From an optimization exercise on the open Yosys and OpenROAD flow, aimed at small area and a short achievable clock period; shortcuts taken in it are not production practice.
Where RTL was checked, it was by simulation tests only, not by an equivalence proof against the original.
Function not checked in runs 6 and 7: the RTL went through the layout flow alone.
Power and IR drop assume default switching activity.

File: flow/config.mk
export PLATFORM = sky130hd
export DESIGN_NAME = IEEE754_AdderSubtract
export DESIGN_NICKNAME = IEEE754_AdderSubtract
export VERILOG_FILES = /design/flow/design.v
export SDC_FILE = /design/flow/constraint.sdc
export NUM_CORES = 4
export LEC_CHECK = 0
export ABC_AREA = 1
export CAP_MARGIN = 20
export CORE_MARGIN = 2
export CORE_UTILIZATION = 60
export CTS_BUF_LIST = sky130_fd_sc_hd__clkbuf_8
export GPL_TIMING_DRIVEN = 1
export SLEW_MARGIN = 20
File: flow/constraint.sdc
create_clock -name core_clock -period 22.0 [get_ports {clock}]
set_input_delay 4.4000 -clock core_clock [delete_from_list [all_inputs] [get_ports {clock}]]
set_output_delay 4.4000 -clock core_clock [all_outputs]
set_load 0.01 [all_outputs]
File: flow/design.v
module IEEE754_AdderSubtract
(
	input clock,
	input resetn,
	input [31:0] a,
	input [31:0] b,
	output [31:0] y
);
	wire [7:0]  ea = a[30:23];
	wire [7:0]  eb = b[30:23];
	wire [7:0]  d;                               
	wire        ge;                              
	bk_add #(8) u_dba (eb, ~ea, 1'b1, d, ge);
	wire        big = ge ? (|d[7:5]) : (~&d[7:5] | (d == 8'he0));
	reg         v1, sg1, sub1, ge1, big1;
	reg  [7:0]  eg1;
	reg  [4:0]  d1;
	reg  [22:0] ma1, mb1;
	always @(posedge clock) begin
		v1   <= resetn;
		sg1  <= ge ? b[31] : a[31];
		sub1 <= a[31] ^ b[31];
		ge1  <= ge;
		eg1  <= ge ? eb : ea;
		big1 <= big;
		d1   <= d[4:0];
		ma1  <= a[22:0];
		mb1  <= b[22:0];
	end
	wire [22:0] mg = ge1 ? mb1 : ma1;
	wire [23:0] mw = ge1 ? {1'b1, ma1} : {2'b01, mb1[22:1]};
	wire [4:0]  she = big1 ? {4'b1011, ge1} : (d1 ^ {5{~ge1}});
	wire [23:0] sm = mw >> she;
	wire [24:0] A = {2'b01, mg};
	wire [24:0] B = {1'b0, sm} ^ {25{sub1}};
	wire [24:0] p = A ^ B;
	wire [24:0] gc;                              
	wire [24:0] pc;                              
	wire        co;
	bk_prefix #(25, 16) u_pre (A & B, p, gc, pc, co);
	wire        neg = sub1 & ~co;
	wire [24:0] r = p ^ (gc | (pc & {25{co}})) ^ {25{neg}};
	wire        s = sg1 ^ neg;
	wire [4:0]  c;                               
	wire        nz;                              
	lzc32 u_lzc ({r, 7'b0}, c, nz);
	wire [24:0] n1 = c[4] ? {r[8:0], 16'b0} : r;
	wire [24:0] n2 = c[3] ? {n1[16:0], 8'b0} : n1;
	wire [24:0] n3 = c[2] ? {n2[20:0], 4'b0} : n2;
	wire [24:0] n4 = c[0] ? {n3[23:0], 1'b0} : n3;
	wire [7:0]  egp;
	bk_add #(8) u_inc (eg1, 8'd0, 1'b1, egp, );
	reg         s2;
	reg  [7:0]  egp2;
	reg  [4:0]  lz2;
	reg  [23:0] n42;
	always @(posedge clock) begin
		if (!resetn || !v1) begin
			s2   <= 1'b0;
			egp2 <= 8'd0;
			lz2  <= 5'd0;
			n42  <= 24'd0;
		end else begin
			s2   <= s;
			egp2 <= egp;
			lz2  <= {c[4:2], c[1] & nz, c[0]};   
			n42  <= n4[23:0];
		end
	end
	wire [23:0] n5 = lz2[1] ? {n42[21:0], 2'b0} : n42;
	wire [2:0]  ehd;
	wire [4:0]  elo;
	wire        nb;                              
	bk_add #(3, 2) u_dec (egp2[7:5], 3'b111, 1'b0, ehd, );
	bk_add #(5) u_exp (egp2[4:0], ~lz2, 1'b1, elo, nb);
	assign y = {s2, nb ? egp2[7:5] : ehd, elo, n5[23:1]};
endmodule
module bk_prefix #(parameter N = 8, parameter TOPD = 4)
(
	input  [N-1:0] g,
	input  [N-1:0] p,
	output [N-1:0] gc,
	output [N-1:0] pc,
	output         co
);
	reg [N-1:0] G, P, Gn, Pn;
	integer i, d;
	always @(*) begin
		G = g;
		P = p;
		for (d = 1; d < N; d = d * 2) begin
			Gn = G; Pn = P;
			for (i = 2*d-1; i < N; i = i + 2*d) begin
				Gn[i] = G[i] | (P[i] & G[i-d]);
				Pn[i] = P[i] & P[i-d];
			end
			G = Gn; P = Pn;
		end
		for (d = TOPD; d >= 1; d = d / 2) begin
			Gn = G; Pn = P;
			for (i = 3*d-1; i < N; i = i + 2*d) begin
				Gn[i] = G[i] | (P[i] & G[i-d]);
				Pn[i] = P[i] & P[i-d];
			end
			G = Gn; P = Pn;
		end
	end
	assign gc = {G[N-2:0], 1'b0};
	assign pc = {P[N-2:0], 1'b1};
	assign co = G[N-1];
endmodule
module bk_add #(parameter N = 8, parameter TOPD = 4)
(
	input  [N-1:0] x,
	input  [N-1:0] y,
	input          ci,
	output [N-1:0] s,
	output         co
);
	wire [N-1:0] p = x ^ y;
	wire [N-1:0] gc, pc;
	wire         c;
	bk_prefix #(N, TOPD) u_pre (x & y, p, gc, pc, c);
	assign s  = p ^ (gc | (pc & {N{ci}}));
	assign co = c | (&p & ci);
endmodule
module lzc32
(
	input  [31:0] x,
	output [4:0]  c,
	output        v
);
	wire [3:0] ch, cl;
	wire       vh, vl;
	lzc16 u_h (x[31:16], ch, vh);
	lzc16 u_l (x[15:0],  cl, vl);
	assign v = vh | vl;
	assign c = vh ? {1'b0, ch} : {1'b1, cl};
endmodule
module lzc16
(
	input  [15:0] x,
	output [3:0]  c,
	output        v
);
	wire [2:0] ch, cl;
	wire       vh, vl;
	lzc8 u_h (x[15:8], ch, vh);
	lzc8 u_l (x[7:0],  cl, vl);
	assign v = vh | vl;
	assign c = vh ? {1'b0, ch} : {1'b1, cl};
endmodule
module lzc8
(
	input  [7:0] x,
	output [2:0] c,
	output       v
);
	wire [1:0] ch, cl;
	wire       vh, vl;
	lzc4 u_h (x[7:4], ch, vh);
	lzc4 u_l (x[3:0], cl, vl);
	assign v = vh | vl;
	assign c = vh ? {1'b0, ch} : {1'b1, cl};
endmodule
module lzc4
(
	input  [3:0] x,
	output [1:0] c,
	output       v
);
	assign v = |x;
	assign c[1] = ~(x[3] | x[2]);
	assign c[0] = ~(x[3] | (~x[2] & x[1]));
endmodule
File: flow/flow/run.sh
#!/bin/bash
# The standard layout, with two changes to how it is made:
#  - the smallest plain buffer (buf_1) as the port buffer on every input and output;
#  - repair_timing aims for 15.3 ns of setup slack (the clock and constraints are unchanged).
set -euo pipefail
bash standard.sh finish "BUFFER_PORTS_ARGS=-buffer_cell sky130_fd_sc_hd__buf_1" SETUP_SLACK_MARGIN=15.3 > standard_flow.log 2>&1
File: flow/standard.sh
#!/bin/bash
# synth_recipe.tcl (not shown) runs the flow's synth.tcl, then flattens the netlist and writes it again
# the make line also repeats each setting of config.mk as NAME=value (left out here)
make -C /OpenROAD-flow-scripts/flow DESIGN_CONFIG=/design/flow/config.mk WORK_HOME=/design/flow/orfs CLKGATE_MAP_FILE= SYNTH_SCRIPT=/design/flow/synth_recipe.tcl "${@:-finish}"
==> results.tsv, run 1 <==
metric	value	unit
Synth top cells by count	nand2_1 (426), inv_1 (158), o21ai_0 (140)	
PwrDens	97.1	nW/um^2
die height	120	um
Synth Area in Simple Gates	0.359	
multi-input logic area	5230	um^2
# IOs	98	
first-pass GRT wire length	34.9	mm
Max Freq	0.152	GHz
DRT Wirelength	21.4	mm
filler cell count	1272	
overall power	869	uW
Setup TNS	0	ns
Core Rows	42	
Post-synth ARST share	0	
vias per inst	5.38	
post-route ant nets	0	
Final #Nets	1511	
Critical Path AT	2.17	ns
Crit. Startpoint	lz2[1]	
most common cell in the synthesized netlist	nand2_1	
syn avg cell area	6.09	um^2
worst flop-to-flop path startpoint	ge1	
top cell type's share of synthesized area	0.253	
max_cap viols	0	
reg2reg path depth	36	
Synth Net Count	1437	
Compound-Gate Fraction of Synth Area	0.145	
number of synthesized flops with an enable pin	0	
worst rel slew slack	0.402	
final setup fails	0	
die area	14400	um^2
LEAKAGE	4.40	nW
largest net degree at the start of global routing	62	
layout cell share with drive strength beyond 1	0.0704	
post-synth top area cell	dfxtp_1	
Mapped Area	8090	um^2
clk sinks	102	
largest family of logic cells by synthesized area	simple AND/OR/NAND/NOR gates	
CTS max path bufs	2	
Num CTS Buffers	9	
Synth area leaders	dfxtp_1 (25%), nand2_1 (20%), o21ai_0 (8.7%)	
post-synthesis register bit count	102	
register area share after synthesis	0.253	
CP startpoint kind	flip-flop	
Max VDD drop	0.0000565	V
Final GP Congestion	0.975	
max-slew violation count	0	
Layout Area Growth over Synthesis	10.7	%
Sequential Area	2050	um^2
Iteration-0 DRC Markers	766	
via total after detailed routing	8510	
CTS tree	yes	
worst hold path class	flip-flop to flip-flop	
Reg2Reg Capture Point	n42[3]	
Final Critical Period	6.57	ns
status	complete, no violations	
CP endpoint kind	output pin	
Worst Path Required	17.60	ns
I/O Buffers	97	
Setup CP Type	flip-flop to output pin	
DRC	0	
root buffer cell	clkbuf_8	
vias in the first global route	7638	
ys flop type	dfxtp_1	
antenna cells	0	
CP endpoint	y[30]	
RSZ-0062 raised after global routing	true	
Post-Synth XOR/XNOR Area	0.0580	
R2R Setup Slk	15.74	ns
dpl hpwl	16.3	mm
Least-Margin Pin Slew	0.895	ns
clk slew on worst S/H paths	0.11	ns
GRT Util Overall	0.299	
Die Wd	120	um
synth warn	5	
Max H-tree Level	3	
adder-cell share of the synthesized area	0.0665	
critical path peak fanout	3	
Final Hold Fails	0	
antenna violations before repair	0	
Final Cycle Share	0.298	
WL/cell	13.5	um
Post-CTS Hold Buffers	0	
distinct cell type count of the synthesized netlist	42	
Core Region	13200	um^2
DR pass1 iterations	6	
mux cell area share after synthesis	0.00263	
Initial Util	0.613	
Syn Inst Count	1328	
clock latency (worst-skew pair)	0.40	ns
total grt overflow	0	
Post-Route Skew	0.0242	ns
[cells by family after synthesis]
group / count (synthesis)
xor+xnor: 51
flops: 102
buf+inv: 227
mux: 2
simple gates: 687
fa+ha+maj: 43
compound gates: 216
[state kept, by name (all words and copies together), names as in the netlist]
| signal | flops |
|---|---|
| v1 | 1 |
| sg1 | 1 |
| eg1 | 8 |
| egp2 | 8 |
| ge1 | 1 |
| s2 | 1 |
| n42 | 24 |
| ma1 | 23 |
| sub1 | 1 |
| d1 | 5 |
| lz2 | 5 |
| big1 | 1 |
| mb1 | 23 |
[how the worst min path moves through the flow]
stage	to	depth (start not counted)	slack, ns	start
after floorplan	egp2[0]	1	0.40	eg1[0]
after global placement	egp2[0]	1	0.41	eg1[0]
after detailed placement	egp2[0]	1	0.43	eg1[0]
after CTS	egp2[0]	1	0.45	eg1[0]
after global routing	egp2[0]	1	0.48	eg1[0]
final	egp2[0]	1	0.45	eg1[0]
[stage by stage]
| step | cell area, um^2 | setup WS [ns] | hold slack, ns | util | cells |
|---|---|---|---|---|---|
| 2_1_floorplan | 8090 | 15.45 | 0.399 | - | 1328 |
| 3_3_place_gp | 8400 | 14.81 | 0.414 | 0.637 | 1548 |
| 3_5_place_dp | 8400 | 14.54 | 0.425 | 0.637 | 1548 |
| 4_1_cts | 8710 | 15.26 | 0.449 | 0.661 | 1570 |
| 5_1_grt | 8950 | 15.20 | 0.481 | 0.679 | 1583 |
| 6_report | 8950 | 15.43 | 0.448 | 0.679 | 1583 |
[cells in the final DEF (no fill, tap or decap), types with 3 or more instances in the layout]
cell,count
dfxtp_1,101
nand3_1,124
nor2_2,6
o21ai_1,10
nor2_4,6
nand4_1,14
xnor2_2,3
clkbuf_2,3
or2_2,3
nand2_2,7
buf_4,12
inv_4,3
nand2_1,425
a21oi_2,4
a31oi_1,5
o21ai_0,136
inv_1,156
buf_12,4
nand3_2,3
clkinvlp_4,6
xnor2_1,9
inv_2,7
nor3_1,10
buf_1,94
xor2_1,39
a21oi_1,33
nor2_1,79
ha_1,42
clkbuf_8,9
a21o_1,10
o211ai_1,10
[area by class of cell]
| cell class | count | area share |
|---|---|---|
| Multi-Input combinational cell | 1002 | 0.584 |
| Sequential cell | 102 | 0.228 |
| Inverter | 169 | 0.0734 |
| Timing Repair Buffer | 114 | 0.0613 |
| Tap cell | 176 | 0.0246 |
| Clock buffer | 9 | 0.0138 |
| Clock inverter | 7 | 0.0116 |
| Timing Repair inverter | 4 | 0.00279 |
[where the power goes]
group          total (mW)  leakage [nW]  internal [mW]  switching [mW]
logic               0.514          3.43          0.165           0.349
registers           0.221         0.852          0.210          0.0114
clock network       0.134         0.119         0.0658          0.0679
[worst max-delay path: stages (launching register included)]
cell and delay [ns]:
dfxtp_4 0.38, clkinvlp_4 0.10, ha_4 0.23, a21oi_1 0.15, nand2_1 0.10, a21oi_2 0.20, o21bai_2 0.11, nand2_1 0.10
nand3_1 0.10, xnor2_1 0.14, clkbuf_2 0.15
[per-layer routing]
| layer | vias up | global-route usage | wire length, um |
|---|---|---|---|
| met1 | 3756 | 0.397 | 9660 |
| met5 | - | 0 | 0 |
| met2 | 314 | 0.484 | 9770 |
| met4 | 0 | 0.120 | 635 |
| met3 | 52 | 0.0494 | 1370 |
| li1 | 4388 | - | - |
[timing repair]
action                     in CTS  in global routing
setup buffers                   3                  9
pin swaps                       0                  6
setup endpoints to repair      35                 31
resized for setup              11                 32
cloned                          3                  4
==> inputs of run 2 (changes only) <==
--- a/flow/config.mk
+++ b/flow/config.mk
@@ -10,5 +10,7 @@
 export CORE_MARGIN = 2
 export CORE_UTILIZATION = 60
 export CTS_BUF_LIST = sky130_fd_sc_hd__clkbuf_8
-export GPL_TIMING_DRIVEN = 1
+export CTS_CLUSTER_DIAMETER = 100
+export CTS_CLUSTER_SIZE = 30
+export GPL_TIMING_DRIVEN = 0
 export SLEW_MARGIN = 20
==> run 2 against run 1 <==
Still clean. Routed wire length increased by 6.0%. Worst setup slack got worse by 0.0025 ns. Maximum frequency about the same. Worst hold slack got worse by 0.0081 ns. Sequential power about the same. Die area unchanged. Non-clock buffer count increased by 45. Flip-flop and latch count unchanged. Clock power decreased by about 20%. Register-to-register slack got worse by 0.11 ns. Largest power group unchanged. Highest routed layer unchanged.
==> results.tsv, run 2 <==
metric	value	unit	change
status	complete, no violations		unchanged
most common cell in the synthesized netlist	nand2_1		unchanged
Final GP Congestion	0.979		was 0.975
register area share after synthesis	0.253		unchanged
Max Freq	0.152	GHz	about the same
post-synth top area cell	dfxtp_1		unchanged
Least-Margin Pin Slew	0.667	ns	was 0.895 ns
Net Sw Power	425	uW	was 428 uW
Max H-tree Level	3		unchanged
root buffer cell	clkbuf_8		unchanged
Final Cycle Share	0.299		was 0.298
CP endpoint kind	output pin		unchanged
Synth Net Count	1437		unchanged
max_cap viols	0		unchanged
ys flop type	dfxtp_1		unchanged
syn avg cell area	6.09	um^2	unchanged
Final Hold Fails	0		unchanged
antenna violations before repair	0		unchanged
largest net degree at the start of global routing	18		was 62
Post-synth ARST share	0		unchanged
Num CTS Buffers	9		unchanged
Iteration-0 DRC Markers	686		was 766
DRT Wirelength	22.7	mm	was 21.4 mm
Die Wd	120	um	unchanged
synth warn	5		unchanged
distinct cell type count of the synthesized netlist	42		unchanged
Largest register FFs	24		unchanged
cells along the critical path	inv_2, buf_8, ha_4, a21oi_1, nand2_1, a21oi_2, o21bai_1, nand2_1, nand3_1, xnor2_1, buf_2		was clkinvlp_4, ha_4, a21oi_1, nand2_1, a21oi_2, o21bai_2, nand2_1, nand3_1, xnor2_1, clkbuf_2
Worst Path Required	17.60	ns	about the same
number of synthesized flops with an enable pin	0		unchanged
die height	120	um	unchanged
Initial Util	0.613		unchanged
DRC	0		unchanged
DR pass1 iterations	5		was 6
clk sinks	102		unchanged
clk slew on worst S/H paths	0.09	ns	was 0.11 ns
Layout Area Growth over Synthesis	10.8	%	was 10.7%
layout cell share with drive strength beyond 1	0.0727		was 0.0704
Core Region	13200	um^2	unchanged
Setup CP Type	flip-flop to output pin		unchanged
post-route ant nets	0		unchanged
WL/cell	14.0	um	was 13.5 um
CTS tree	yes		unchanged
I/O Buffers	97		unchanged
Combinational Power Share	0.612		was 0.591
dpl hpwl	18.4	mm	was 16.3 mm
clock latency (worst-skew pair)	0.38	ns	was 0.40 ns
vias per inst	5.38		about the same
Final #Nets	1549		was 1511
worst rel slew slack	0.555		was 0.402
fin cells	1621		was 1583
vias in the first global route	7758		was 7638
die area	14400	um^2	unchanged
Reg power frac	0.262		was 0.255
Post-CTS Hold Buffers	0		unchanged
RSZ-0062 raised after global routing	true		unchanged
reg2reg path depth	38		was 36
Core Rows	42		unchanged
Critical Path AT	2.17	ns	about the same
PwrDens	94.4	nW/um^2	was 97.1 nW/um^2
Mapped Area	8090	um^2	unchanged
CTS max path bufs	2		unchanged
top cell type's share of synthesized area	0.253		unchanged
Largest stage delay, worst path	0.38	ns	about the same
Syn Inst Count	1328		unchanged
# IOs	98		unchanged
Synth area leaders	dfxtp_1 (25%), nand2_1 (20%), o21ai_0 (8.7%)		unchanged
post-synthesis register bit count	102		unchanged
slowest cell on the critical path	dfxtp_4		unchanged
CP startpoint kind	flip-flop		unchanged
critical path peak fanout	6		was 3
Biggest register	n42		unchanged
via total after detailed routing	8714		was 8510
filler cell count	1260		was 1272
Max VDD drop	0.0000573	V	was 0.0000565 V
final setup fails	0		unchanged
LEAKAGE	4.47	nW	was 4.40 nW
first-pass GRT wire length	36.6	mm	was 34.9 mm
met2 GRT Util	0.545		was 0.484
Cells after DPL	1601		was 1548
max-slew violation count	0		unchanged
Clock Power Share	0.126		was 0.154
commonest non-fill, non-tap cell in the layout	nand2_1		unchanged
worst hold path class	flip-flop to flip-flop		unchanged
multi-input logic area	5150	um^2	was 5230 um^2
antenna cells	0		unchanged
commonest non-fill, non-tap cells in the layout	nand2_1 (425), inv_1 (159), o21ai_0 (134)		was nand2_1 (425), inv_1 (156), o21ai_0 (136)
Top Usage Layer GRT	met2		unchanged
GR Util met1	0.415		was 0.397
Synth top cells by count	nand2_1 (426), inv_1 (158), o21ai_0 (140)		unchanged
Post-Route Skew	0.0130	ns	was 0.0242 ns
Sequential Area	2050	um^2	unchanged
CP dominant cell by count	nand2_1		unchanged
Pint	420	uW	was 441 uW
Setup TNS	0	ns	unchanged
hold depth	1		unchanged
Top Registers	n42 (24), ma1 (23), mb1 (23)		unchanged
switching share of power	0.503		was 0.493
GRT met3 Usage	0.0437		was 0.0494
total grt overflow	0		unchanged
Final Critical Period	6.57	ns	about the same
GRT Util Overall	0.319		was 0.299
[run 2: cell counts after synthesis]
No cell type changed its count.
[run 2: final cells by class]
class | instances | area share
clock buffer | 9 | 0.0138
buffer | 58 | 0.0370
multi-input combinational | 999 | 0.575
sequential | 102 | 0.228
clock inverter | 7 | 0.00545
inverter | 169 | 0.0710
tap | 176 | 0.0246
timing repair buffer | 101 | 0.0444
[run 2: what timing repair did]
action	CTS	global route
pin swaps	1	5
endpoints found under the setup margin	34	32
buffers inserted	0	4
gates resized for setup	9	38
[run 2: metrics by stage]
| stage | power, mW | setup WS [ns] | instance area, um^2 | util | hold slack, ns |
|---|---|---|---|---|---|
| after floorplan | 0.598 | 15.45 | 8090 | - | 0.399 |
| after global placement | 0.716 | 14.77 | 8670 | 0.657 | 0.413 |
| after detailed placement | 0.721 | 14.72 | 8670 | 0.657 | 0.422 |
| after CTS | 0.831 | 15.30 | 8870 | 0.673 | 0.438 |
| after global routing | 0.921 | 15.26 | 8960 | 0.679 | 0.448 |
| final | 0.845 | 15.43 | 8960 | 0.679 | 0.440 |
[run 2: path summary, 6_finish.rpt]
kind,startpoint,endpoint,slack (ns)
setup / recovery,lz2[1],y[30],15.43
hold / removal,eg1[0],egp2[0],0.44
setup reg to reg,ge1,n42[23],15.63
hold reg to reg,eg1[0],egp2[0],0.44
[run 2: logic make-up (layout without fill, tap and decap cells)]
logic type      after synthesis  in the layout  share of synthesized area
simple gates                687            687                      0.359
buf+inv                     227            344                      0.117
compound gates              216            216                      0.145
flops                       102            102                      0.253
xor+xnor                     51             51                     0.0580
fa+ha+maj                    43             43                     0.0665
mux                           2              2                    0.00263
[run 2: layer usage]
layer  vias up  share of wire
li1       4463              -
met1      3913           0.45
met2       299           0.47
met3        39          0.057
met4         0          0.022
met5         -              0
[run 2: worst max-delay path: cells and delay by family (launching register included)]
family	cells	cell delay (ns)
flops	1	0.38
compound gates	3	0.43
buf+inv	3	0.33
simple gates	3	0.30
fa+ha+maj	1	0.21
xor+xnor	1	0.13
[run 2: power groups by stage]
stage / registers, mW / logic, mW / clock network, mW
2_1_floorplan: 0.222 / 0.376 / 0
3_3_place_gp: 0.224 / 0.491 / 0
3_5_place_dp: 0.225 / 0.496 / 0
4_1_cts: 0.221 / 0.501 / 0.109
5_1_grt: 0.224 / 0.582 / 0.116
6_report: 0.221 / 0.517 / 0.107
==> inputs of run 3 (changes only) <==
==> flow/flow/run.sh (replaced) <==
#!/bin/bash
# The standard layout, with two changes to how it is made:
#  - the smallest plain buffer (buf_1) as the port buffer on every input and output;
#  - repair_timing aims for 15.1 ns of setup slack (the clock and constraints are unchanged).
set -euo pipefail
bash standard.sh finish "BUFFER_PORTS_ARGS=-buffer_cell sky130_fd_sc_hd__buf_1" SETUP_SLACK_MARGIN=15.1 > standard_flow.log 2>&1
--- a/flow/config.mk
+++ b/flow/config.mk
@@ -10,7 +10,5 @@
 export CORE_MARGIN = 2
 export CORE_UTILIZATION = 60
 export CTS_BUF_LIST = sky130_fd_sc_hd__clkbuf_8
-export CTS_CLUSTER_DIAMETER = 100
-export CTS_CLUSTER_SIZE = 30
 export GPL_TIMING_DRIVEN = 0
 export SLEW_MARGIN = 20
==> run 3 against run 2 <==
Still clean on timing, DRC and antenna. Synthesized cell count is the same. Final area shrank 0.71%. Register-to-register slack lost 0.03 ns. Clock power is essentially flat. Area after synthesis is the same. Sequential power is essentially flat. Worst setup slack lost 0.17 ns. First-iteration DRC count grew 5.2%. Largest power group unchanged.
==> results.tsv, run 3 <==
metric	value	unit	change
total grt overflow	0		unchanged
Post-Route Skew	0.0139	ns	was 0.0130 ns
Net Sw Power	422	uW	was 425 uW
final setup fails	0		unchanged
Core Rows	42		unchanged
Max H-tree Level	3		unchanged
postcts setup bufs	0		unchanged
family with the most delay on the worst path	buffers and inverters		was compound AO/OA/AOI/OAI gates
R2R Setup Slk	15.60	ns	was 15.63 ns
Combinational Power Share	0.611		was 0.612
worst setup margin	15.27	ns	was 15.43 ns
Final Cycle Share	0.306		was 0.299
vias in the first global route	7760		was 7758
Largest register FFs	24		unchanged
Post-CTS Hold Buffers	0		unchanged
Post-synth ARST share	0		unchanged
Least-Margin Pin Slew	0.791	ns	was 0.667 ns
multi-input logic area	5130	um^2	was 5150 um^2
Worst Path Required	17.60	ns	about the same
Clock Power Share	0.126		about the same
hold depth	1		unchanged
worst flop-to-flop path startpoint	ge1		unchanged
critical path peak fanout	10		was 6
Die Wd	120	um	unchanged
max_cap viols	0		unchanged
max-slew violation count	0		unchanged
Layout Area Growth over Synthesis	10.0	%	was 10.8%
root buffer cell	clkbuf_8		unchanged
fin cells	1617		was 1621
ys flop type	dfxtp_1		unchanged
LEAKAGE	4.43	nW	was 4.47 nW
Worst Hold End	egp2[0]		unchanged
Setup TNS	0	ns	unchanged
cells along the critical path	inv_1, buf_6, ha_1, a21oi_1, nand2_1, a21oi_2, o21bai_1, nand2_1, nand2_1, xor2_1, clkbuf_2		was inv_2, buf_8, ha_4, a21oi_1, nand2_1, a21oi_2, o21bai_1, nand2_1, nand3_1, xnor2_1, buf_2
Largest stage delay, worst path	0.37	ns	was 0.38 ns
Max VDD drop	0.0000567	V	was 0.0000573 V
Initial Util	0.613		unchanged
Synth top cells by count	nand2_1 (426), inv_1 (158), o21ai_0 (140)		unchanged
number of synthesized flops with an enable pin	0		unchanged
largest net degree at the start of global routing	18		unchanged
syn avg cell area	6.09	um^2	unchanged
vias per inst	5.39		was 5.38
Biggest register	n42		unchanged
# IOs	98		unchanged
CTS tree	yes		unchanged
first-pass GRT wire length	36.6	mm	unchanged
Max Freq	0.148	GHz	was 0.152 GHz
Sequential Area	2050	um^2	unchanged
Syn Inst Count	1328		unchanged
overall power	840	uW	was 845 uW
Reg power frac	0.263		was 0.262
synth warn	5		unchanged
Pint	418	uW	was 420 uW
worst rel slew slack	0.468		was 0.555
DRT Wirelength	22.6	mm	was 22.7 mm
clk slew on worst S/H paths	0.09	ns	about the same
distinct cell type count of the synthesized netlist	42		unchanged
CP dominant cell by count	nand2_1		unchanged
register area share after synthesis	0.253		unchanged
commonest non-fill, non-tap cells in the layout	nand2_1 (426), inv_1 (160), o21ai_0 (137)		was nand2_1 (425), inv_1 (159), o21ai_0 (134)
PwrDens	94.4	nW/um^2	about the same
die area	14400	um^2	unchanged
post-synth top area cell	dfxtp_1		unchanged
DRC	0		unchanged
Synth Net Count	1437		unchanged
most common cell in the synthesized netlist	nand2_1		unchanged
Final #Nets	1545		was 1549
CTS max path bufs	2		unchanged
Top Registers	n42 (24), ma1 (23), mb1 (23)		unchanged
Synth area leaders	dfxtp_1 (25%), nand2_1 (20%), o21ai_0 (8.7%)		unchanged
worst hold path class	flip-flop to flip-flop		unchanged
Reg2Reg Capture Point	n42[23]		unchanged
Iteration-0 DRC Markers	722		was 686
post-route ant nets	0		unchanged
clk sinks	102		unchanged
WL/cell	14.0	um	about the same
commonest non-fill, non-tap cell in the layout	nand2_1		unchanged
Mapped Area	8090	um^2	unchanged
clock latency (worst-skew pair)	0.38	ns	about the same
Final Critical Period	6.73	ns	was 6.57 ns
die height	120	um	unchanged
Cell Area, Placed	8670	um^2	unchanged
Num CTS Buffers	9		unchanged
antenna violations before repair	0		unchanged
DR pass1 iterations	5		unchanged
slowest cell on the critical path	dfxtp_4		unchanged
Final GP Congestion	0.979		unchanged
reg2reg path depth	38		unchanged
Setup CP Type	flip-flop to output pin		unchanged
post-synthesis register bit count	102		unchanged
hold slack	0.440	ns	about the same
CP startpoint kind	flip-flop		unchanged
Core Region	13200	um^2	unchanged
dpl hpwl	18.4	mm	unchanged
I/O Buffers	97		unchanged
CP endpoint kind	output pin		unchanged
worst min-delay path startpoint	eg1[0]		unchanged
Core Util, Final	0.674		was 0.679
Critical Path AT	2.33	ns	was 2.17 ns
Place WS	14.72	ns	unchanged
Final Hold Fails	0		unchanged
status	complete, no violations		unchanged
filler cell count	1268		was 1260
antenna cells	0		unchanged
layout cell share with drive strength beyond 1	0.0638		was 0.0727
GRT Util Overall	0.319		unchanged
top cell type's share of synthesized area	0.253		unchanged
via total after detailed routing	8709		was 8714
Buffers & Inverters on Critical Path	3		unchanged
Cells after DPL	1601		unchanged
switching share of power	0.503		about the same
RSZ-0062 raised after global routing	false		was true
finished layout cell area	8890	um^2	was 8960 um^2
[run 3: worst reg2reg max path: cells and delay by family (launching register included)]
kind            cells  cell delay (ns)
simple gates       24             3.18
xor+xnor            1             0.11
buf+inv             7             1.22
fa+ha+maj           1             0.38
compound gates      5             1.09
flops               1             0.33
[run 3: power groups by stage]
stage / Sequential, mW / Clock, mW / Combinational (mW)
2_1_floorplan: 0.222 / 0 / 0.376
4_1_cts: 0.221 / 0.109 / 0.500
3_3_place_gp: 0.224 / 0 / 0.491
6_report: 0.221 / 0.106 / 0.513
3_5_place_dp: 0.225 / 0 / 0.496
5_1_grt: 0.223 / 0.116 / 0.578
[run 3: logic make-up (layout without fill, tap and decap cells)]
family | after synthesis | in the layout | synth area share
simple gates | 687 | 687 | 0.359
buf+inv | 227 | 340 | 0.117
compound gates | 216 | 216 | 0.145
flops | 102 | 102 | 0.253
xor+xnor | 51 | 51 | 0.0580
fa+ha+maj | 43 | 43 | 0.0665
mux | 2 | 2 | 0.00263
[run 3: how the worst max path moves through the flow]
| stage | startpoint | endpoint | slack (ns) | depth (start not counted) |
|---|---|---|---|---|
| after global routing | lz2[1] | y[30] | 15.11 | 11 |
| final | lz2[1] | y[28] | 15.27 | 11 |
| after floorplan | a[24] | sg1 | 15.45 | 12 |
| after CTS | lz2[1] | y[29] | 15.14 | 11 |
| after detailed placement | ge1 | lz2[1] | 14.72 | 34 |
| after global placement | ge1 | lz2[1] | 14.77 | 34 |
[run 3: area by class of cell]
class / instances / area share
repair buffers: 97 / 0.0414
clock inverters: 7 / 0.00549
plain buffers: 58 / 0.0363
inverters: 169 / 0.0713
flip-flops and latches: 102 / 0.230
clock buffers: 9 / 0.0139
multi-input cells: 999 / 0.577
well taps: 176 / 0.0248
[run 3: timing repair]
action,in CTS,in global routing
pin swaps,0,1
resized for setup,4,26
gates cloned,0,0
setup endpoints to repair,31,31
[run 3: metal layers]
| metal | GRT usage | vias to the layer above | wire [um] |
|---|---|---|---|
| li1 | - | 4452 | - |
| met3 | 0.0437 | 44 | 1320 |
| met1 | 0.415 | 3919 | 10100 |
| met2 | 0.545 | 294 | 10700 |
| met4 | 0.100 | 0 | 572 |
| met5 | 0 | - | 0 |
==> inputs of run 4 (changes only) <==
==> flow/flow/run.sh (replaced) <==
#!/bin/bash
# The standard layout, with two changes to how it is made:
#  - the smallest plain buffer (buf_1) as the port buffer on every input and output;
#  - repair_timing aims for 15.5 ns of setup slack (the clock and constraints are unchanged).
set -euo pipefail
bash standard.sh finish "BUFFER_PORTS_ARGS=-buffer_cell sky130_fd_sc_hd__buf_1" SETUP_SLACK_MARGIN=15.5 > standard_flow.log 2>&1
==> run 4 against run 3 <==
First-iteration DRC count down 8.3%. Area after synthesis unchanged. Critical path depth unchanged. Core utilization up 1.6 points. Critical endpoint unchanged.
==> results.tsv, run 4 <==
metric	value	unit	change
DRT Wirelength	22.9	mm	was 22.6 mm
Setup CP Type	flip-flop to output pin		unchanged
root buffer cell	clkbuf_8		unchanged
Combinational Power Share	0.602		was 0.611
Synth Net Count	1437		unchanged
Largest stage delay, worst path	0.35	ns	was 0.37 ns
Top Registers	n42 (24), ma1 (23), mb1 (23)		unchanged
Post-CTS Hold Buffers	0		unchanged
critical path peak fanout	3		was 10
CP startpoint kind	flip-flop		unchanged
Setup TNS	0	ns	unchanged
commonest non-fill, non-tap cell in the layout	nand2_1		unchanged
Final Critical Period	6.54	ns	was 6.73 ns
worst rel slew slack	0.552		was 0.468
dpl hpwl	18.4	mm	about the same
worst setup margin	15.46	ns	was 15.27 ns
filler cell count	1199		was 1268
PwrDens	96.0	nW/um^2	was 94.4 nW/um^2
Net Sw Power	436	uW	was 422 uW
max_cap viols	0		unchanged
Iteration-0 DRC Markers	662		was 722
cells along the critical path	inv_2, buf_8, ha_4, a21oi_2, nand2_1, a21oi_2, o21bai_2, nand2_2, nand2_2, xor2_1, buf_2		was inv_1, buf_6, ha_1, a21oi_1, nand2_1, a21oi_2, o21bai_1, nand2_1, nand2_1, xor2_1, clkbuf_2
Layout Area Growth over Synthesis	12.6	%	was 10.0%
CP endpoint kind	output pin		unchanged
clock latency (worst-skew pair)	0.39	ns	was 0.38 ns
Reg2Reg Capture Point	n42[11]		was n42[23]
Sequential Area	2040	um^2	was 2050 um^2
antenna cells	0		unchanged
distinct cell type count of the synthesized netlist	42		unchanged
die area	14400	um^2	unchanged
register area share after synthesis	0.253		unchanged
die height	120	um	unchanged
final setup fails	0		unchanged
Biggest register	n42		unchanged
# IOs	98		unchanged
switching share of power	0.498		was 0.503
syn avg cell area	6.09	um^2	unchanged
RSZ-0062 raised after global routing	true		was false
synth warn	5		unchanged
Largest register FFs	24		unchanged
largest net degree at the start of global routing	20		was 18
clk sinks	102		unchanged
worst min-delay path startpoint	sg1		was eg1[0]
number of synthesized flops with an enable pin	0		unchanged
Initial Util	0.613		unchanged
Synth top cells by count	nand2_1 (426), inv_1 (158), o21ai_0 (140)		unchanged
max-slew violation count	0		unchanged
top cell type's share of synthesized area	0.253		unchanged
CTS tree	yes		unchanged
multi-input logic area	5180	um^2	was 5130 um^2
Synth area leaders	dfxtp_1 (25%), nand2_1 (20%), o21ai_0 (8.7%)		unchanged
layout cell share with drive strength beyond 1	0.0833		was 0.0638
Least-Margin Pin Slew	0.672	ns	was 0.791 ns
Final GP Congestion	0.966		was 0.979
I/O Buffers	97		unchanged
Cell Area, Placed	8690	um^2	was 8670 um^2
commonest non-fill, non-tap cells in the layout	nand2_1 (423), inv_1 (157), o21ai_0 (123), nand3_1 (123), dfxtp_1 (101)		was nand2_1 (426), inv_1 (160), o21ai_0 (137)
worst flop-to-flop path startpoint	ge1		unchanged
hold depth	2		was 1
Die Wd	120	um	unchanged
Num CTS Buffers	9		unchanged
total grt overflow	0		unchanged
WL/cell	14.1	um	was 14.0 um
Pint	438	uW	was 418 uW
post-synthesis register bit count	102		unchanged
Core Rows	42		unchanged
clk slew on worst S/H paths	0.11	ns	was 0.09 ns
Max VDD drop	0.0000623	V	was 0.0000567 V
vias per inst	5.41		was 5.39
DR pass1 iterations	5		unchanged
Max Freq	0.153	GHz	was 0.148 GHz
finished layout cell area	9110	um^2	was 8890 um^2
Critical Path AT	2.14	ns	was 2.33 ns
status	complete, no violations		unchanged
post-route ant nets	0		unchanged
antenna violations before repair	0		unchanged
R2R Setup Slk	16.00	ns	was 15.60 ns
DRC	0		unchanged
Worst Hold End	s2		was egp2[0]
Syn Inst Count	1328		unchanged
Final #Nets	1557		was 1545
CTS max path bufs	2		unchanged
overall power	874	uW	was 840 uW
post-synth top area cell	dfxtp_1		unchanged
via total after detailed routing	8812		was 8709
Max H-tree Level	3		unchanged
worst hold path class	flip-flop to flip-flop		unchanged
Mapped Area	8090	um^2	unchanged
Post-Route Skew	0.0223	ns	was 0.0139 ns
Worst Path Required	17.60	ns	about the same
Final Hold Fails	0		unchanged
GRT Util Overall	0.320		was 0.319
Reg power frac	0.253		was 0.263
most common cell in the synthesized netlist	nand2_1		unchanged
first-pass GRT wire length	37.1	mm	was 36.6 mm
LEAKAGE	4.53	nW	was 4.43 nW
ys flop type	dfxtp_1		unchanged
Core Region	13200	um^2	unchanged
slowest cell on the critical path	dfxtp_2		was dfxtp_4
Post-synth ARST share	0		unchanged
vias in the first global route	7887		was 7760
reg2reg path depth	40		was 38
Place WS	14.83	ns	was 14.72 ns
Final Cycle Share	0.297		was 0.306
Clock Power Share	0.145		was 0.126
-- run 4: cell counts after synthesis --
Identical to the previous run, type by type.
-- run 4: kinds of logic after synthesis --
logic type / share of synthesized area
AND/OR/NAND/NOR: 0.359
buffers and inverters: 0.117
AO/OA/AOI/OAI: 0.145
flip-flops: 0.253
XOR/XNOR: 0.0580
adder cells (fa/ha/maj): 0.0665
multiplexers: 0.00263
-- run 4: what timing repair did --
| action | 4_1_cts | 5_1_grt |
|---|---|---|
| gates resized for setup | 17 | 43 |
| setup buffers | 5 | 7 |
| endpoints found under the setup margin | 35 | 34 |
| endpoints found under the hold margin | 0 | 0 |
| pin swaps | 2 | 5 |
-- run 4: final cells by class --
type,instances,area share
Timing Repair Buffer,109,0.0517
Clock buffer,9,0.0136
Inverter,169,0.0701
Tap cell,176,0.0242
Sequential cell,102,0.224
Buffer,58,0.0370
Clock inverter,7,0.00989
Multi-Input combinational cell,999,0.569
-- run 4: worst max path at each step --
stage	from	endpoint	slack [ns]	cells after the start
CTS	ge1	lz2[1]	15.50	34
floorplan	a[24]	sg1	15.55	12
detailed placement	ge1	lz2[1]	14.83	34
finish	lz2[1]	y[28]	15.46	11
global route	lz2[1]	y[28]	15.38	11
global placement	ge1	lz2[1]	14.79	34
-- run 4: power by group through the flow --
stage,registers (mW),clock network (mW),logic [mW]
after detailed placement,0.225,0,0.496
after global routing,0.224,0.136,0.589
after CTS,0.221,0.128,0.505
final,0.221,0.127,0.526
after floorplan,0.222,0,0.376
after global placement,0.224,0,0.491
-- run 4: metal layers --
metal | up-vias | share of wire | global-route usage | wire (um)
met4 | 0 | 0.019 | 0.0993 | 425
met1 | 3999 | 0.46 | 0.428 | 10500
met2 | 282 | 0.47 | 0.533 | 10800
li1 | 4494 | - | - | -
met3 | 37 | 0.052 | 0.0461 | 1190
met5 | - | 0 | 0 | 0
-- run 4: critical path, delay by kind of cell (launching register included) --
kind	cells	cell delay, ns
AO/OA/AOI/OAI	3	0.39
XOR/XNOR	1	0.18
adder cells (fa/ha/maj)	1	0.22
buffers and inverters	3	0.34
flip-flops	1	0.35
AND/OR/NAND/NOR	3	0.27
-- run 4: per-stage QoR --
step	util	instances	hold WS (ns)
6_report	0.690	1629	0.472
4_1_cts	0.682	1622	0.475
5_1_grt	0.690	1629	0.494
3_3_place_gp	0.659	1601	0.430
3_5_place_dp	0.659	1601	0.458
2_1_floorplan	-	1328	0.399
==> inputs of run 5 (changes only) <==
==> flow/flow/run.sh (replaced) <==
#!/bin/bash
# The standard layout, with two changes to how it is made:
#  - the smallest plain buffer (buf_1) as the port buffer on every input and output;
#  - repair_timing aims for 15.6 ns of setup slack (the clock and constraints are unchanged).
set -euo pipefail
bash standard.sh finish "BUFFER_PORTS_ARGS=-buffer_cell sky130_fd_sc_hd__buf_1" SETUP_SLACK_MARGIN=15.6 > standard_flow.log 2>&1
--- a/flow/config.mk
+++ b/flow/config.mk
@@ -12,3 +12,4 @@
 export CTS_BUF_LIST = sky130_fd_sc_hd__clkbuf_8
 export GPL_TIMING_DRIVEN = 0
 export SLEW_MARGIN = 20
+export TNS_END_PERCENT = 10
==> run 5 against run 4 <==
Still clean on timing, DRC and antenna. Final area rose by 0.23%. Core utilization rose by 0.16 points. Routed wire length fell by 0.46%.
==> results.tsv, run 5 <==
metric	value	unit	change
Layout Area Growth over Synthesis	12.9	%	was 12.6%
antenna violations before repair	0		unchanged
antenna cells	0		unchanged
I/O Buffers	97		unchanged
Final #Nets	1555		was 1557
Biggest register	n42		unchanged
Max H-tree Level	3		unchanged
clk sinks	102		unchanged
Post-synth ARST share	0		unchanged
vias per inst	5.42		was 5.41
number of synthesized flops with an enable pin	0		unchanged
DR pass1 iterations	5		unchanged
first-pass GRT wire length	37.2	mm	was 37.1 mm
PwrDens	96.6	nW/um^2	was 96.0 nW/um^2
Pint	447	uW	was 438 uW
Post-Route Skew	0.0110	ns	was 0.0223 ns
hold depth	1		was 2
Largest stage delay, worst path	0.34	ns	was 0.35 ns
Clock Power Share	0.144		was 0.145
CP endpoint kind	output pin		unchanged
GR Util met1	0.431		was 0.428
max-slew violation count	0		unchanged
Core Region	13200	um^2	unchanged
max_cap viols	0		unchanged
Iteration-0 DRC Markers	672		was 662
switching share of power	0.493		was 0.498
Num CTS Buffers	9		unchanged
clk slew on worst S/H paths	0.10	ns	was 0.11 ns
die area	14400	um^2	unchanged
synth warn	5		unchanged
post-synth top area cell	dfxtp_1		unchanged
WL/cell	14.0	um	was 14.1 um
worst hold path class	flip-flop to flip-flop		unchanged
Initial Util	0.613		unchanged
family with the most delay on the worst path	simple AND/OR/NAND/NOR gates		was compound AO/OA/AOI/OAI gates
layout cell share with drive strength beyond 1	0.0882		was 0.0833
Top Registers	n42 (24), ma1 (23), mb1 (23)		unchanged
critical path peak fanout	5		was 3
die height	120	um	unchanged
hold slack	0.443	ns	was 0.472 ns
worst flop-to-flop path startpoint	ge1		unchanged
root buffer cell	clkbuf_8		unchanged
GRT met3 Usage	0.0447		was 0.0461
Setup CP Type	flip-flop to output pin		unchanged
Cell Area, Placed	8690	um^2	about the same
reg2reg path depth	39		was 40
vias in the first global route	7855		was 7887
RSZ-0062 raised after global routing	true		unchanged
via total after detailed routing	8812		unchanged
R2R Setup Slk	15.94	ns	was 16.00 ns
Final Cycle Share	0.296		was 0.297
Final Critical Period	6.52	ns	was 6.54 ns
Core Util, Final	0.692		was 0.690
final setup fails	0		unchanged
GRT Util Overall	0.321		was 0.320
Final GP Congestion	0.970		was 0.966
Reg power frac	0.250		was 0.253
Max VDD drop	0.0000635	V	was 0.0000623 V
syn avg cell area	6.09	um^2	unchanged
Largest register FFs	24		unchanged
commonest non-fill, non-tap cell in the layout	nand2_1		unchanged
Synth area leaders	dfxtp_1 (25%), nand2_1 (20%), o21ai_0 (8.7%)		unchanged
CTS max path bufs	2		unchanged
LEAKAGE	4.53	nW	about the same
DRC	0		unchanged
met2 GRT Util	0.527		was 0.533
register area share after synthesis	0.253		unchanged
Combinational Power Share	0.605		was 0.602
CTS tree	yes		unchanged
CP startpoint kind	flip-flop		unchanged
status	complete, no violations		unchanged
Least-Margin Pin Slew	0.709	ns	was 0.672 ns
CP dominant cell by count	nand2_2		
# IOs	98		unchanged
Final Hold Fails	0		unchanged
Synth Net Count	1437		unchanged
most common cell in the synthesized netlist	nand2_1		unchanged
Core Rows	42		unchanged
Die Wd	120	um	unchanged
DRT Wirelength	22.8	mm	was 22.9 mm
Worst Hold End	egp2[0]		was s2
Critical Path AT	2.12	ns	was 2.14 ns
Top Usage Layer GRT	met2		unchanged
largest net degree at the start of global routing	19		was 20
commonest non-fill, non-tap cells in the layout	nand2_1 (422), inv_1 (156), nand3_1 (122)		was nand2_1 (423), inv_1 (157), o21ai_0 (123), nand3_1 (123), dfxtp_1 (101)
distinct cell type count of the synthesized netlist	42		unchanged
Mapped Area	8090	um^2	unchanged
dpl hpwl	18.3	mm	was 18.4 mm
Syn Inst Count	1328		unchanged
ys flop type	dfxtp_1		unchanged
Worst Path Required	17.60	ns	about the same
top cell type's share of synthesized area	0.253		unchanged
slowest cell on the critical path	dfxtp_2		unchanged
Net Sw Power	435	uW	was 436 uW
post-route ant nets	0		unchanged
Reg2Reg Capture Point	n42[0]		was n42[11]
finished layout cell area	9130	um^2	was 9110 um^2
total grt overflow	0		unchanged
Max Freq	0.153	GHz	about the same
Setup TNS	0	ns	unchanged
Synth top cells by count	nand2_1 (426), inv_1 (158), o21ai_0 (140)		unchanged
worst rel slew slack	0.527		was 0.552
cells along the critical path	inv_2, clkbuf_8, ha_4, nand2_1, nand2_2, a21oi_4, o21bai_2, nand2_2, nand2_2, xor2_1, buf_2		was inv_2, buf_8, ha_4, a21oi_2, nand2_1, a21oi_2, o21bai_2, nand2_2, nand2_2, xor2_1, buf_2
post-synthesis register bit count	102		unchanged
worst min-delay path startpoint	eg1[0]		was sg1
clock latency (worst-skew pair)	0.38	ns	was 0.39 ns
Buffers & Inverters on Critical Path	3		unchanged
[run 5: cell counts after synthesis]
No cell type changed its count.
[run 5: per-stage QoR]
| step | power (mW) | setup WS [ns] | instances |
|---|---|---|---|
| global route | 0.958 | 15.40 | 1627 |
| CTS | 0.858 | 15.53 | 1624 |
| global placement | 0.716 | 14.71 | 1601 |
| finish | 0.882 | 15.48 | 1627 |
| detailed placement | 0.721 | 14.73 | 1601 |
| floorplan | 0.599 | 15.61 | 1328 |
[run 5: power by group through the flow]
stage	clock [mW]	combinational (mW)	sequential [mW]
3_5_place_dp	0	0.496	0.225
3_3_place_gp	0	0.491	0.224
4_1_cts	0.130	0.508	0.221
6_report	0.127	0.534	0.221
2_1_floorplan	0	0.377	0.222
5_1_grt	0.137	0.598	0.223
[run 5: worst max-delay path by stage]
stage	endpoint	startpoint	cells past startpoint	slack [ns]
2_1_floorplan	sg1	a[24]	12	15.61
3_3_place_gp	lz2[1]	ge1	34	14.71
3_5_place_dp	lz2[1]	ge1	34	14.73
4_1_cts	y[30]	lz2[1]	11	15.53
5_1_grt	y[28]	lz2[1]	11	15.40
6_report	y[28]	lz2[1]	11	15.48
[run 5: cell type report]
type | count | area (um^2)
Sequential cell | 102 | 2040
Inverter | 169 | 636
Clock buffer | 11 | 151
Buffer | 58 | 349
Clock inverter | 5 | 70.1
Timing Repair Buffer | 107 | 443
Tap cell | 176 | 220
Fill cell | 1261 | 4060
Multi-Input combinational cell | 999 | 5220
[run 5: layer usage]
layer / share of wire / wire length (um) / vias to the layer above
met5: 0 / 0 / -
met4: 0.031 / 715 / 0
met3: 0.059 / 1340 / 54
met2: 0.45 / 10300 / 326
met1: 0.46 / 10400 / 3946
li1: - / - / 4486
[run 5: logic make-up (layout without fill, tap and decap cells)]
group                      Yosys count  in the layout  synth area share
and+or+nand+nor                    687            687             0.359
buffers and inverters              227            350             0.117
AOI/OAI and AO/OA                  216            216             0.145
DFF                                102            102             0.253
xor gates and xnor gates            51             51            0.0580
adders and majority gates           43             43            0.0665
muxes                                2              2           0.00263
[run 5: repair_timing]
action,in CTS,in global routing
hold buffers,0,0
buffers inserted,7,3
setup endpoints to repair,35,37
gates resized for setup,22,61
pin swaps,5,4
[run 5: worst reg2reg max path: cells and delay by family, from the launching register on]
| family | cells | cell delay, ns |
|---|---|---|
| fa+ha+maj | 1 | 0.39 |
| simple gates | 24 | 3.08 |
| buf+inv | 9 | 1.30 |
| xor+xnor | 1 | 0.16 |
| flops | 1 | 0.31 |
| compound gates | 4 | 0.73 |
==> inputs of run 6 (changes only) <==
--- a/flow/design.v
+++ b/flow/design.v
@@ -11,22 +11,28 @@
 	wire [7:0]  d;                               
 	wire        ge;                              
 	bk_add #(8) u_dba (eb, ~ea, 1'b1, d, ge);
-	wire        big = ge ? (|d[7:5]) : (~&d[7:5] | (d == 8'he0));
-	reg         v1, sg1, sub1, ge1, big1;
-	reg  [7:0]  eg1;
+	wire [3:0]  dt  = {1'b0, ea[7:5]} - {1'b0, eb[7:5]};
+	wire        big = (dt == 4'd1)  ? (ea[4:0] >= eb[4:0]) :
+	                  (dt == 4'hf)  ? (eb[4:0] >= ea[4:0]) : (dt != 4'd0);
+	reg         v1, sa1, sb1, ge1, big1;
+	reg  [7:0]  ea1, eb1;
 	reg  [4:0]  d1;
 	reg  [22:0] ma1, mb1;
 	always @(posedge clock) begin
 		v1   <= resetn;
-		sg1  <= ge ? b[31] : a[31];
-		sub1 <= a[31] ^ b[31];
+		sa1  <= a[31];
+		sb1  <= b[31];
 		ge1  <= ge;
-		eg1  <= ge ? eb : ea;
+		ea1  <= ea;
+		eb1  <= eb;
 		big1 <= big;
 		d1   <= d[4:0];
 		ma1  <= a[22:0];
 		mb1  <= b[22:0];
 	end
+	wire        sg1  = ge1 ? sb1 : sa1;
+	wire        sub1 = sa1 ^ sb1;
+	wire [7:0]  eg1  = ge1 ? eb1 : ea1;
 	wire [22:0] mg = ge1 ? mb1 : ma1;
 	wire [23:0] mw = ge1 ? {1'b1, ma1} : {2'b01, mb1[22:1]};
 	wire [4:0]  she = big1 ? {4'b1011, ge1} : (d1 ^ {5{~ge1}});
--- a/flow/config.mk
+++ b/flow/config.mk
@@ -12,4 +12,3 @@
 export CTS_BUF_LIST = sky130_fd_sc_hd__clkbuf_8
 export GPL_TIMING_DRIVEN = 0
 export SLEW_MARGIN = 20
-export TNS_END_PERCENT = 10
==> run 6 against run 5 <==
Highest routed layer unchanged. Routed wire length up 6.6%. Critical path type unchanged. Worst setup slack worse by 0.052 ns. First-iteration DRC count grew 22%. Largest power group unchanged.
==> results.tsv, run 6 <==
metric	value	unit	change
Critical Path AT	2.17	ns	was 2.12 ns
Largest stage delay, worst path	0.36	ns	was 0.34 ns
Final #Nets	1644		was 1555
Synth top cells by count	nand2_1 (480), inv_1 (179), nand3_1 (145)		was nand2_1 (426), inv_1 (158), o21ai_0 (140)
switching share of power	0.501		was 0.493
Core Util, Final	0.691		was 0.692
Max H-tree Level	3		unchanged
finished layout cell area	9590	um^2	was 9130 um^2
Net Sw Power	446	uW	was 435 uW
distinct cell type count of the synthesized netlist	43		was 42
syn avg cell area	6.05	um^2	was 6.09 um^2
final setup fails	0		unchanged
CTS max path bufs	2		unchanged
vias in the first global route	8394		was 7855
RSZ-0062 raised after global routing	true		unchanged
Setup TNS	0	ns	unchanged
# IOs	98		unchanged
Cell Area, Placed	9120	um^2	was 8690 um^2
max-slew violation count	0		unchanged
LEAKAGE	4.86	nW	was 4.53 nW
clk sinks	110		was 102
reg2reg path depth	39		unchanged
most common cell in the synthesized netlist	nand2_1		unchanged
Reg2Reg Capture Point	n42[2]		was n42[0]
slowest cell on the critical path	dfxtp_2		unchanged
Largest register FFs	24		unchanged
Post-Route Skew	0.0185	ns	was 0.0110 ns
register area share after synthesis	0.258		was 0.253
Place WS	15.18	ns	was 14.73 ns
clk slew on worst S/H paths	0.12	ns	was 0.10 ns
number of synthesized flops with an enable pin	0		unchanged
Combinational Power Share	0.598		was 0.605
die height	123	um	was 120 um
Max Freq	0.152	GHz	was 0.153 GHz
CP dominant cell by count	buf_6		was nand2_2
WL/cell	14.2	um	was 14.0 um
R2R Setup Slk	16.09	ns	was 15.94 ns
commonest non-fill, non-tap cell in the layout	nand2_1		unchanged
Biggest register	n42		unchanged
Final GP Congestion	1.03		was 0.970
I/O Buffers	97		unchanged
PwrDens	92.8	nW/um^2	was 96.6 nW/um^2
Num CTS Buffers	9		unchanged
Core Rows	43		was 42
DRC	0		unchanged
GRT Util Overall	0.328		was 0.321
Final Hold Fails	0		unchanged
Synth area leaders	dfxtp_1 (26%), nand2_1 (21%), nand3_1 (8.5%)		was dfxtp_1 (25%), nand2_1 (20%), o21ai_0 (8.7%)
CP startpoint kind	flip-flop		unchanged
hold slack	0.525	ns	was 0.443 ns
clock latency (worst-skew pair)	0.40	ns	was 0.38 ns
hold depth	3		was 1
antenna violations before repair	0		unchanged
worst min-delay path startpoint	eb1[0]		was eg1[0]
antenna cells	0		unchanged
Setup CP Type	flip-flop to output pin		unchanged
worst hold path class	flip-flop to flip-flop		unchanged
die area	15200	um^2	was 14400 um^2
Cells after DPL	1686		was 1601
vias per inst	5.49		was 5.42
via total after detailed routing	9413		was 8812
Synth Net Count	1522		was 1437
dpl hpwl	19.5	mm	was 18.3 mm
Initial Util	0.614		was 0.613
DR pass1 iterations	5		unchanged
post-synthesis register bit count	110		was 102
Pint	445	uW	was 447 uW
Max VDD drop	0.0000571	V	was 0.0000635 V
Worst Hold End	egp2[0]		unchanged
synth warn	5		unchanged
Top Registers	n42 (24), ma1 (23), mb1 (23)		unchanged
Final Cycle Share	0.299		was 0.296
Reg power frac	0.263		was 0.250
Syn Inst Count	1409		was 1328
Least-Margin Pin Slew	0.660	ns	was 0.709 ns
Iteration-0 DRC Markers	823		was 672
Post-synth ARST share	0		unchanged
largest net degree at the start of global routing	23		was 19
CTS tree	yes		unchanged
worst setup margin	15.43	ns	was 15.48 ns
top cell type's share of synthesized area	0.258		was 0.253
Clock Power Share	0.139		was 0.144
Buffers & Inverters on Critical Path	7		was 3
post-synth top area cell	dfxtp_1		unchanged
ys flop type	dfxtp_1		unchanged
first-pass GRT wire length	39.5	mm	was 37.2 mm
CP endpoint kind	output pin		unchanged
worst rel slew slack	0.560		was 0.527
critical path peak fanout	3		was 5
Mapped Area	8530	um^2	was 8090 um^2
Final Critical Period	6.57	ns	was 6.52 ns
family with the most delay on the worst path	buffers and inverters		was simple AND/OR/NAND/NOR gates
Layout Area Growth over Synthesis	12.5	%	was 12.9%
DRT Wirelength	24.3	mm	was 22.8 mm
worst flop-to-flop path startpoint	ge1		unchanged
Core Region	13900	um^2	was 13200 um^2
overall power	890	uW	was 882 uW
post-route ant nets	0		unchanged
max_cap viols	0		unchanged
cells along the critical path	inv_2, buf_8, ha_4, a21oi_4, nand2_2, a21oi_2, buf_4, buf_6, buf_6, buf_6, xor2_1, buf_2		was inv_2, clkbuf_8, ha_4, nand2_1, nand2_2, a21oi_4, o21bai_2, nand2_2, nand2_2, xor2_1, buf_2
status	complete, no violations		unchanged
root buffer cell	clkbuf_8		unchanged
commonest non-fill, non-tap cells in the layout	nand2_1 (476), inv_1 (176), nand3_1 (145)		was nand2_1 (422), inv_1 (156), nand3_1 (122)
Die Wd	123	um	was 120 um
Worst Path Required	17.60	ns	about the same
total grt overflow	0		unchanged
fin cells	1716		was 1627
layout cell share with drive strength beyond 1	0.0840		was 0.0882
==> run 6: cells by family (layout without fill, tap and decap cells) <==
kind of cell    after synthesis  in the layout  share of synthesized area
fa+ha+maj                    47             47                     0.0698
flops                       110            110                      0.258
compound gates              206            206                      0.130
simple gates                764            765                      0.381
buf+inv                     241            367                      0.117
xor+xnor                     36             36                     0.0387
mux                           5              5                    0.00587
==> run 6: area by class of cell <==
class | count | area, um^2
fillers | 1325 | 4290
flip-flops and latches | 110 | 2210
inverters | 183 | 692
well taps | 180 | 225
clock buffers | 9 | 124
repair buffers | 110 | 479
clock inverters | 7 | 90.1
plain buffers | 58 | 337
multi-input cells | 1059 | 5440
==> run 6: power groups by stage <==
stage	clock network, mW	registers (mW)	logic (mW)
floorplan	0	0.235	0.369
CTS	0.125	0.234	0.506
global placement	0	0.238	0.485
global route	0.134	0.237	0.601
detailed placement	0	0.238	0.492
finish	0.124	0.234	0.532
==> run 6: metal layers <==
| layer | GRT usage | wire length [um] | vias to the layer above |
|---|---|---|---|
| met5 | 0 | 0 | - |
| met4 | 0.113 | 572 | 0 |
| met3 | 0.0507 | 1590 | 56 |
| met2 | 0.529 | 11000 | 392 |
| met1 | 0.446 | 11100 | 4232 |
| li1 | - | - | 4733 |
==> run 6: worst max-delay path by stage <==
stage / slack [ns] / cells past startpoint / start / endpoint
finish: 15.43 / 12 / lz2[1] / y[26]
global route: 15.31 / 13 / lz2[1] / y[29]
CTS: 15.45 / 13 / lz2[1] / y[30]
detailed placement: 15.18 / 13 / lz2[1] / y[30]
global placement: 15.25 / 13 / lz2[1] / y[29]
floorplan: 15.53 / 12 / lz2[1] / y[29]
==> run 6: timing repair <==
action,4_1_cts,5_1_grt
setup endpoints to repair,30,34
gates cloned,0,1
buffers inserted,9,4
resized for setup,24,52
pin swaps,4,5
hold buffers,0,0
==> run 6: worst min-delay path: cells and delay by family (launching register included) <==
kind             cells  cell delay [ns]
AND/OR/NAND/NOR      3             0.18
flip-flops           1             0.32
==> inputs of run 7 (changes only) <==
--- a/flow/design.v
+++ b/flow/design.v
@@ -54,32 +54,36 @@
 	wire [24:0] n2 = c[3] ? {n1[16:0], 8'b0} : n1;
 	wire [24:0] n3 = c[2] ? {n2[20:0], 4'b0} : n2;
 	wire [24:0] n4 = c[0] ? {n3[23:0], 1'b0} : n3;
+	wire [4:0]  lz = {c[4:2], c[1] & nz, c[0]};
 	wire [7:0]  egp;
+	wire [5:0]  et, etd;                         
 	bk_add #(8) u_inc (eg1, 8'd0, 1'b1, egp, );
+	bk_add #(6) u_et  (egp[7:2], {3'b111, ~lz[4:2]}, 1'b1, et, );
+	bk_add #(6) u_etd (egp[7:2], {3'b111, ~lz[4:2]}, 1'b0, etd, );
 	reg         s2;
-	reg  [7:0]  egp2;
-	reg  [4:0]  lz2;
+	reg  [5:0]  et2, etd2;
+	reg  [1:0]  el2, lz2;
 	reg  [23:0] n42;
 	always @(posedge clock) begin
 		if (!resetn || !v1) begin
 			s2   <= 1'b0;
-			egp2 <= 8'd0;
-			lz2  <= 5'd0;
+			et2  <= 6'd0;
+			etd2 <= 6'd0;
+			el2  <= 2'd0;
+			lz2  <= 2'd0;
 			n42  <= 24'd0;
 		end else begin
 			s2   <= s;
-			egp2 <= egp;
-			lz2  <= {c[4:2], c[1] & nz, c[0]};   
+			et2  <= et;
+			etd2 <= etd;
+			el2  <= egp[1:0];
+			lz2  <= lz[1:0];
 			n42  <= n4[23:0];
 		end
 	end
 	wire [23:0] n5 = lz2[1] ? {n42[21:0], 2'b0} : n42;
-	wire [2:0]  ehd;
-	wire [4:0]  elo;
-	wire        nb;                              
-	bk_add #(3, 2) u_dec (egp2[7:5], 3'b111, 1'b0, ehd, );
-	bk_add #(5) u_exp (egp2[4:0], ~lz2, 1'b1, elo, nb);
-	assign y = {s2, nb ? egp2[7:5] : ehd, elo, n5[23:1]};
+	wire [2:0]  elo = {1'b0, el2} - {1'b0, lz2};   
+	assign y = {s2, elo[2] ? etd2 : et2, elo[1:0], n5[23:1]};
 endmodule
 module bk_prefix #(parameter N = 8, parameter TOPD = 4)
 (
==> run 7 against run 6 <==
Still clean on timing, DRC and antenna. Clock power increased by 65%. Routed wire length grew 4.5%. Largest cell class unchanged. Die area up 5.5%. Worst setup slack better by 0.26 ns. Final cell count up 1.9%. Area after synthesis is 5.6% higher. Core utilization is 3.8 points higher. Sequential power grew 3%. Sequential share of layout area shrank 1.7 points. Register-to-register slack worse by 0.28 ns. Critical path type unchanged. Worst hold slack gained 0.0089 ns.
==> results.tsv, run 7 <==
metric	value	unit	change
DRC	0		unchanged
max-slew violation count	0		unchanged
CP startpoint kind	flip-flop		unchanged
via total after detailed routing	9562		was 9413
die area	16000	um^2	was 15200 um^2
Pint	553	uW	was 445 uW
family with the most delay on the worst path	adder cells		was buffers and inverters
Core Util, Final	0.729		was 0.691
WL/cell	14.6	um	was 14.2 um
Post-Route Skew	0.0126	ns	was 0.0185 ns
root buffer cell	clkbuf_8		unchanged
antenna violations before repair	0		unchanged
Setup CP Type	flip-flop to output pin		unchanged
LEAKAGE	5.30	nW	was 4.86 nW
largest net degree at the start of global routing	17		was 23
reg2reg path depth	39		unchanged
clk slew on worst S/H paths	0.07	ns	was 0.12 ns
cells along the critical path	inv_1, ha_1, fa_1, buf_2, mux2_2, buf_1		was inv_2, buf_8, ha_4, a21oi_4, nand2_2, a21oi_2, buf_4, buf_6, buf_6, buf_6, xor2_1, buf_2
# IOs	98		unchanged
max_cap viols	0		unchanged
Mapped Area	9010	um^2	was 8530 um^2
Buffers & Inverters on Critical Path	3		was 7
ys flop type	dfxtp_1		unchanged
Final Critical Period	6.31	ns	was 6.57 ns
Iteration-0 DRC Markers	803		was 823
Combinational Power Share	0.575		was 0.598
worst hold path class	flip-flop to flip-flop		unchanged
finished layout cell area	10600	um^2	was 9590 um^2
status	complete, no violations		unchanged
Largest register FFs	24		unchanged
commonest non-fill, non-tap cell in the layout	nand2_1		unchanged
total grt overflow	0		unchanged
commonest non-fill, non-tap cells in the layout	nand2_1 (446), inv_1 (160), dfxtp_1 (111)		was nand2_1 (476), inv_1 (176), nand3_1 (145)
vias in the first global route	8578		was 8394
Max VDD drop	0.0000677	V	was 0.0000571 V
Worst Path Required	17.60	ns	about the same
final setup fails	0		unchanged
Post-synth ARST share	0		unchanged
most common cell in the synthesized netlist	nand2_1		unchanged
distinct cell type count of the synthesized netlist	54		was 43
vias per inst	5.47		was 5.49
hold depth	3		unchanged
dpl hpwl	20.0	mm	was 19.5 mm
Synth Net Count	1524		was 1522
Final Cycle Share	0.287		was 0.299
slowest cell on the critical path	fa_1		was dfxtp_2
worst rel slew slack	0.581		was 0.560
critical path peak fanout	6		was 3
post-synth top area cell	dfxtp_1		unchanged
antenna cells	0		unchanged
Biggest register	n42		unchanged
CTS tree	yes		unchanged
Layout Area Growth over Synthesis	18.1	%	was 12.5%
Core Rows	44		was 43
syn avg cell area	6.39	um^2	was 6.05 um^2
Setup TNS	0	ns	unchanged
clock latency (worst-skew pair)	0.45	ns	was 0.40 ns
switching share of power	0.473		was 0.501
GRT Util Overall	0.314		was 0.328
Cell Area, Placed	9600	um^2	was 9120 um^2
first-pass GRT wire length	40.6	mm	was 39.5 mm
Final GP Congestion	1.01		was 1.03
Initial Util	0.617		was 0.614
Clock Power Share	0.195		was 0.139
Core Region	14600	um^2	was 13900 um^2
top cell type's share of synthesized area	0.251		was 0.258
die height	127	um	was 123 um
CP endpoint kind	output pin		unchanged
CTS max path bufs	2		unchanged
Least-Margin Pin Slew	0.622	ns	was 0.660 ns
post-route ant nets	0		unchanged
I/O Buffers	97		unchanged
DRT Wirelength	25.4	mm	was 24.3 mm
Syn Inst Count	1409		unchanged
RSZ-0062 raised after global routing	false		was true
post-synthesis register bit count	113		was 110
Reg power frac	0.231		was 0.263
number of synthesized flops with an enable pin	0		unchanged
DR pass1 iterations	5		unchanged
Largest stage delay, worst path	0.35	ns	was 0.36 ns
register area share after synthesis	0.251		was 0.258
clk sinks	113		was 110
PwrDens	98.5	nW/um^2	was 92.8 nW/um^2
Die Wd	127	um	was 123 um
Top Registers	n42 (24), ma1 (23), mb1 (23)		unchanged
layout cell share with drive strength beyond 1	0.166		was 0.0840
synth warn	4		was 5
Max H-tree Level	4		was 3
Critical Path AT	1.91	ns	was 2.17 ns
Synth top cells by count	nand2_1 (459), inv_1 (160), o21ai_0 (119)		was nand2_1 (480), inv_1 (179), nand3_1 (145)
Net Sw Power	495	uW	was 446 uW
Final #Nets	1666		was 1644
WP depth	6		was 12
Synth area leaders	dfxtp_1 (25%), nand2_1 (19%), inv_1 (6.7%)		was dfxtp_1 (26%), nand2_1 (21%), nand3_1 (8.5%)
Num CTS Buffers	17		was 9
Post-CTS Hold Buffers	0		unchanged
Final Hold Fails	0		unchanged
Max Freq	0.158	GHz	was 0.152 GHz
run 7: changes by cell type in the layout (fill, tap and decap cells not counted), moves of 16 or more:
| cell | delta |
|---|---|
| o21ai_0 | -39 |
| buf_4 | +16 |
| nand2_2 | +16 |
| nand2_1 | -30 |
| nand3_2 | +16 |
| inv_1 | -16 |
| nand3_1 | -43 |
run 7: repair_timing:
item	4_1_cts	5_1_grt
pin swaps	3	44
buffers inserted	2	23
endpoints found under the setup margin	14	32
endpoints found under the hold margin	0	0
cloned	0	1
gates resized for setup	30	132
run 7: worst min-delay path, stage by stage, from the launching register on:
cell and delay (ns):
dfxtp_1 0.31, nand2_1 0.05, nand2_1 0.09, nor2_1 0.05
run 7: logic make-up after synthesis:
kind of cell | after synthesis | share of synthesized area
flip-flops | 113 | 0.251
AO/OA/AOI/OAI | 215 | 0.131
XOR/XNOR | 35 | 0.0357
multiplexers | 11 | 0.0133
AND/OR/NAND/NOR | 749 | 0.383
buffers and inverters | 237 | 0.115
adder cells (fa/ha/maj) | 49 | 0.0714
run 7: per-stage QoR:
step                power (mW)  hold slack (ns)  setup WS, ns  std cells
global placement         0.767            0.514         14.79       1690
detailed placement       0.775            0.519         14.72       1690
CTS                      0.990            0.537         15.60       1724
floorplan                0.649            0.474         16.17       1409
global route              1.13            0.589         15.47       1748
finish                    1.05            0.534         15.69       1748
run 7: routing by layer:
layer,vias to the layer above,global-route usage,wire length (um)
met4,0,0.116,726
met1,4360,0.413,11400
met3,55,0.0502,1520
li1,4800,-,-
met2,347,0.521,11800
met5,-,0,0
run 7: path summary, 6_finish.rpt:
kind               start  endpoint  slack (ns)
setup / recovery  el2[0]     y[26]       15.69
hold / removal    eb1[0]    el2[0]        0.53
setup reg to reg     ge1    et2[3]       15.81
hold reg to reg   eb1[0]    el2[0]        0.53
run 7: power by group through the flow:
stage	Clock (mW)	Combinational (mW)	Sequential (mW)
detailed placement	0	0.529	0.246
floorplan	0	0.406	0.243
finish	0.204	0.603	0.242
global placement	0	0.522	0.245
CTS	0.207	0.541	0.242
global route	0.217	0.670	0.244
run 7: layout make-up:
type                            count  area [um^2]
Multi-Input combinational cell   1059         6040
Fill cell                        1274         3950
Sequential cell                   113         2270
Inverter                          177          672
Timing Repair Buffer              123          577
Buffer                             60          438
Clock buffer                       17          234
Tap cell                          184          230
Clock inverter                     15          183

Re-timed with assumed drivers on the ports (clkbuf_16 on the clock, buf_2 on other inputs), run 7 has 15.647 ns of setup slack against 15.685 ns with ideal ports, and 15.704 ns once port delays also move by the mid clock arrival of 0.486 ns.
